Context: an optimization exercise on an open-source flow, tuned for small area. The choices shown serve that exercise and are no tape-out recipe.
Only simulation tests tie the RTL to the original design; equivalence was not proved.
No activity file was given, so power comes from the tool's default toggle rates.

main:
==> flow/design.v (excerpt) <==
module game_logic_top(
    input clk,
    input resetn,
    input KEY,
    output sync,
    output w_o,
    output bypass_erase,
    output [7:0] prev_x,
    output [7:0] x,
    output [6:0] y,
    output [3:0] score,
    output [3:0] chances,
    output [1:0] game_status
    );
    localparam PREP  = 3'd0,
               ROW   = 3'd1,
               ROWX  = 3'd3,
               HOLD  = 3'd5,
               JUDGE = 3'd4,
               FAIL  = 3'd2,
               SUCC  = 3'd6,
               DONE  = 3'd7;
    localparam [7:0] FR_START = 8'd9,
                     FR_END   = 8'd10;
    reg [2:0] st;
    reg [7:0] xr;
    reg       dir;
    reg       ov;
    reg [7:0] fr;
    reg [7:0] px;
    reg [3:0] ch;
    reg [3:0] sc;
    wire first   = ch[3] & ch[1];           
    wire tick    = (fr == FR_END);
    wire s_prep  = (st == PREP);
    wire s_fail  = (st == FAIL);
    wire s_succ  = (st == SUCC);
    wire moving  = (st == ROW) | (st == ROWX) | (st == HOLD);
    wire ld_odd  = sc[0] & ~sc[3] & ~(sc[2] & sc[1]);
    wire [3:0] yr = (s_prep & (sc != 4'd0)) ? sc - 4'd1 : sc;
    wire [2:0] yk = (yr > 4'd6) ? 3'd6 : 3'd6 - yr[2:0];
    wire at1     = (xr == 8'd1);
    wire at143   = xr[7] & xr[3] & xr[2] & xr[1] & xr[0];
    wire [8:0] cc;
    wire [7:0] zz;
    wire [7:0] pn = ~px;
    assign cc[0] = 1'b1;
    genvar gi;
    generate
        for (gi = 0; gi < 8; gi = gi + 1) begin : gsub
            assign zz[gi]     = xr[gi] ^ pn[gi] ^ cc[gi];
  ...
Settings: LEC_CHECK=0, ABC_AREA=1, CAP_MARGIN=20, CORE_AREA=2 2 60 60, DIE_AREA=0 0 62 62, SLEW_MARGIN=20; clock period 10.0 ns.
standard.sh (not shown) runs the stock make flow with config.mk's settings and CLKGATE_MAP_FILE= SYNTH_SCRIPT=/design/flow/synth_recipe.tcl, a recipe that flattens the netlist after the stock synthesis.
==> flow/flow/run.sh <==
#!/bin/bash
# Standard layout, with these changes:
#  - synthesis maps the logic with an area-oriented ABC script and no
#    full/half-adder extraction (registers are mapped exactly as in the
#    standard synthesis);
#  - the port buffers are the smallest buffer cell;
#  - clock tree synthesis adds no dummy loads.
set -o pipefail
here=$(pwd)
export AREA_ABC_SCRIPT=$here/flow/abc.script
bash standard.sh \
  "SYNTH_SCRIPT=$here/flow/synth.tcl" \
  "ADDER_MAP_FILE=" \
  "BUFFER_PORTS_ARGS=-buffer_cell sky130_fd_sc_hd__buf_1" \
  "CTS_ARGS=-repair_clock_nets -dont_use_dummy_load -buf_list sky130_fd_sc_hd__clkbuf_4" \
  finish > standard.log 2>&1
==> flow/flow/abc.script <==
strash
&get -n
&deepsyn -T 120
&put
dch -f
amap
==> flow/flow/synth.tcl <==
# The standard flow's synthesis script (synth_recipe.tcl), except that the ABC step runs
# an area-oriented script (abc.script beside this file) in place of ORFS's.
proc synth {args} { yosys synth -nofsm -noshare {*}$args }
proc abc {args} {
  set i [lsearch -exact $args -script]
  if { $i >= 0 } { lset args [expr { $i + 1 }] $::env(AREA_ABC_SCRIPT) }
  yosys abc {*}$args
}
source $::env(SCRIPTS_DIR)/synth.tcl
# left out here: clear keep_hierarchy, flatten, clean up, hide names made inside functions, write 1_2_yosys.v
> inputs changed (main -> the feature branch)
diff --git a/flow/flow/run.sh b/flow/flow/run.sh
--- a/flow/flow/run.sh
+++ b/flow/flow/run.sh
@@ -13,4 +13,4 @@
   "ADDER_MAP_FILE=" \
   "BUFFER_PORTS_ARGS=-buffer_cell sky130_fd_sc_hd__buf_1" \
-  "CTS_ARGS=-repair_clock_nets -dont_use_dummy_load -buf_list sky130_fd_sc_hd__clkbuf_4" \
+  "CTS_ARGS=-sink_clustering_enable -repair_clock_nets -dont_use_dummy_load -sink_clustering_size 20 -root_buf sky130_fd_sc_hd__clkbuf_8 -buf_list sky130_fd_sc_hd__clkbuf_4" \
   finish > standard.log 2>&1
==> notes.md <==
No stage failed in the feature branch, and the final checks on the layout all came back clean. The fmax of the feature branch exceeds that of main by 4.6 MHz. In the metrics for main and the feature branch, the one carrying the higher power consumption is the feature branch. The feature branch vs. main: worst setup slack for register-to-register paths went down by 0.02 ns; power dissipated in the clock network +38%; portion of total power attributed to the clock network increased by 6.9 points relative to the old numbers. Worst setup slack, main and the feature branch: larger value in the feature branch. Combined global-route utilization of all metal layers: the feature branch higher than main. Combinational cell fraction of total power in the feature branch vs main: down 0.6 points. Diff the feature branch..main | non-clock buffer count | unchanged.

[separate check: timing with driven ports]
The flow's constraints put no driver on any port. The routed layouts listed below were extracted and timed again, unchanged, in two steps.
Step 1 assumes that a clkbuf_16 drives the clock port and a buf_2 every other input.
Step 2 moves the port delays by t, midway between the first and last clock arrival at a register: inputs arrive t later, outputs are due t later. That takes back most of the time a late clock gives input paths.
a / b / c = ideal / step 1 / step 2; a / b = the first two.
| run | t, ns | setup slack, ns | hold slack, ns | clock arrival spread, ns | worst data-port slew with drivers (ns) |
|---|---|---|---|---|---|
| main | 0.347 | 6.259 / 6.237 / 6.446 | 0.423 / 0.423 / 0.423 | 0.038 / 0.038 | 0.03 |
| the feature branch | 0.303 | 6.323 / 6.298 / 6.431 | 0.419 / 0.419 / 0.419 | 0.023 / 0.023 | 0.03 |
After both steps setup and hold are still met in every run listed.
